This design comes from an exercise in tuning for small area on the open sky130 flow, not from production work.
In this exercise RTL edits were held to simulation tests only and were not proved equivalent to the original.

## macrow4
module macrow4(
    input clk,
    input reset_n,
    input enX,
    input[3:0] enW,
    input [15:0] X_i,
    input [15:0] W_i,
    output valid_o,
    output [15:0] Y_o
);
Size: ~220 flip-flops, about 31,000 sq um of cells after synthesis.
==> flow/config.mk <==
export PLATFORM = sky130hd
export DESIGN_NAME = macrow4
export DESIGN_NICKNAME = macrow4
export VERILOG_FILES = /design/flow/design.v
export SDC_FILE = /design/flow/constraint.sdc
export NUM_CORES = 4
export LEC_CHECK = 0
export ABC_AREA = 1
export CAP_MARGIN = 20
export CORE_MARGIN = 2
export CORE_UTILIZATION = 40
export CTS_BUF_LIST = sky130_fd_sc_hd__clkbuf_4 sky130_fd_sc_hd__clkbuf_8
export SLEW_MARGIN = 20
export SYNTH_HIERARCHICAL = 1
==> flow/constraint.sdc <==
create_clock -name core_clock -period 18.0 [get_ports {clk}]
set_input_delay 3.6000 -clock core_clock [delete_from_list [all_inputs] [get_ports {clk}]]
set_output_delay 3.6000 -clock core_clock [all_outputs]
set_load 0.01 [all_outputs]
run.sh (not shown) runs the stock make flow with config.mk's settings and CLKGATE_MAP_FILE= SYNTH_SCRIPT=/design/flow/synth_recipe.tcl, a recipe that flattens the netlist after the stock synthesis.
The first run passed the timing, DRC and antenna checks.
Next try:
--- a/flow/config.mk
+++ b/flow/config.mk
@@ -11,3 +11,2 @@
 export CORE_UTILIZATION = 40
-export CTS_BUF_LIST = sky130_fd_sc_hd__clkbuf_4 sky130_fd_sc_hd__clkbuf_8
 export SLEW_MARGIN = 20
=> The changed run passed the timing, DRC and antenna checks. Clock-buffer cell count came out lower by 23. Fmax hardly moves. Utilization barely changes. Setup slack gets worse by 0.035 ns. Hold slack improved by 0.0042 ns.

* * *

macrow4, a different RTL version from the one above (not shown whole).
Size: ~2900 cells after synthesis, about 0.024 mm² of cells after synthesis.
export LEC_CHECK = 0
export ABC_AREA = 1
export CAP_MARGIN = 20
export CORE_MARGIN = 2
export CORE_UTILIZATION = 40
export CTS_CLUSTER_DIAMETER = 100
export CTS_CLUSTER_SIZE = 30
export PLACE_DENSITY = 0.45
export SLEW_MARGIN = 20
export SYNTH_HIERARCHICAL = 1
create_clock -name core_clock -period 18.0 [get_ports {clk}]
standard.sh (not shown) runs the stock make flow with config.mk's settings and CLKGATE_MAP_FILE= SYNTH_SCRIPT=/design/flow/synth_recipe.tcl, a recipe that flattens the netlist after the stock synthesis.
==> flow/flow/run.sh <==
#!/bin/bash
# Own layout flow: the standard flow (standard.sh) with a different
# mapping of the combinational logic in synthesis. A copy of ORFS's scripts
# is used for the synth target, with three changes:
#   - abc_area.script is flow/abc_area.script: choice computation and ABC's
#     area mapper (amap), twice;
#   - extract_fa looks for full adders only (half adders are left to ABC);
#   - Yosys's synth skips its quick generic ABC pass (-noabc) before that.
# The synthesis script itself (synth_recipe.tcl), and so the registers, and
# floorplan, placement, CTS and routing are the standard flow's, except that
# the buffer that placement puts on every input and output port is the
# smallest buffer, sky130_fd_sc_hd__buf_1 (BUFFER_PORTS_ARGS).
# Each tool's output goes to a log file here: synth.log and layout.log (make),
# and ORFS's own logs under orfs/logs.
set -euo pipefail
W=$(pwd)
S=$W/scripts_abc
rm -rf "$S"
mkdir -p "$S"
cp -r "$FLOW_HOME/scripts/." "$S/"
cp "$W/flow/abc_area.script" "$S/abc_area.script"
sed -i -e 's/^  extract_fa {\*}\[dont_use_extract_fa_args\]$/  extract_fa -fa/' \
       -e 's/^  synth -top \$::env(DESIGN_NAME) -run fine: {\*}\$synth_full_args$/  synth -top $::env(DESIGN_NAME) -run fine: -noabc {*}$synth_full_args/' \
       "$S/synth.tcl"
grep -q '^  extract_fa -fa$' "$S/synth.tcl"
grep -q -- '-run fine: -noabc' "$S/synth.tcl"
# the standard make command, for the synth target, with the copied scripts
sed -e 's|"${@:-finish}"|SCRIPTS_DIR='"$S"' synth|' standard.sh > synth_abc.sh
grep -q "scripts_abc synth" synth_abc.sh
bash synth_abc.sh > synth.log 2>&1
# the rest of the standard flow, up to the final DEF
bash standard.sh BUFFER_PORTS_ARGS="-buffer_cell sky130_fd_sc_hd__buf_1" finish > layout.log 2>&1
==> flow/flow/abc_area.script <==
strash
dch -f
amap -m
strash
dch -f
amap -m
topo
stime -c
Edit:
--- a/flow/flow/run.sh
+++ b/flow/flow/run.sh
@@ -10,3 +10 @@
-# floorplan, placement, CTS and routing are the standard flow's, except that
-# the buffer that placement puts on every input and output port is the
-# smallest buffer, sky130_fd_sc_hd__buf_1 (BUFFER_PORTS_ARGS).
+# floorplan, placement, CTS and routing are the standard flow's.
@@ -32 +30 @@
-bash standard.sh BUFFER_PORTS_ARGS="-buffer_cell sky130_fd_sc_hd__buf_1" finish > layout.log 2>&1
+bash standard.sh > layout.log 2>&1
After rerunning: The changed run ran to the end with no violations. Non-clock buffer count is lower by 5. Synthesized area stays the same. Sequential share of layout area shrinks by 0.25 points.
Edit:
--- a/flow/flow/run.sh
+++ b/flow/flow/run.sh
@@ -10 +10,3 @@
-# floorplan, placement, CTS and routing are the standard flow's.
+# floorplan, placement, CTS and routing are the standard flow's, except that
+# the buffer that placement puts on every input and output port is the
+# smallest buffer, sky130_fd_sc_hd__buf_1 (BUFFER_PORTS_ARGS).
@@ -30 +32 @@
-bash standard.sh > layout.log 2>&1
+bash standard.sh BUFFER_PORTS_ARGS="-buffer_cell sky130_fd_sc_hd__buf_1" finish > layout.log 2>&1
--- a/flow/config.mk
+++ b/flow/config.mk
@@ -9 +9 @@
-export CAP_MARGIN = 20
+export CAP_MARGIN = 10
@@ -15 +15 @@
-export SLEW_MARGIN = 20
+export SLEW_MARGIN = 10
Register-to-register slack is better by 0.19 ns. Worst hold slack hardly moves. Critical path depth came out lower by 5. Global-route usage is about the same. Cell count stays flat. First-iteration DRC count came out higher by a few percent. Die area does not change. Synthesized area is unchanged.

afterwards: timing with drivers on the ports:
The results above use ideal ports. As a check the final layouts listed here were re-extracted and re-timed, cells and wires unchanged.
Step 1 sets driving cells, clkbuf_16 on the clock port and buf_2 on the other inputs (assumed; they add their load-dependent delay and slew).
Step 2 also shifts input and output timing later by t, the mid clock arrival at the registers, as if the neighbouring blocks saw the same clock.
Three values: ideal ports, drivers, drivers and shift; two values: the first two.
| run | t, ns | setup slack, ns | slew at the worst register clock pin (ns) | worst slew at a driven data input, ns |
|---|---|---|---|---|
| the first run of note 1 | 0.659 | 5.424 / 5.424 / 5.424 | 0.08 / 0.08 | 0.11 |
| the second run of note 1 | 0.621 | 5.388 / 5.388 / 5.388 | 0.07 / 0.07 | 0.12 |
| the first run of note 2 | 0.587 | 1.446 / 1.446 / 1.446 | 0.11 / 0.11 | 0.05 |
| the second run of note 2 | 0.579 | 1.430 / 1.430 / 1.430 | 0.10 / 0.10 | 0.05 |
| the third run of note 2 | 0.595 | 1.623 / 1.623 / 1.623 | 0.11 / 0.11 | 0.05 |
After both steps every run listed still meets setup and hold.
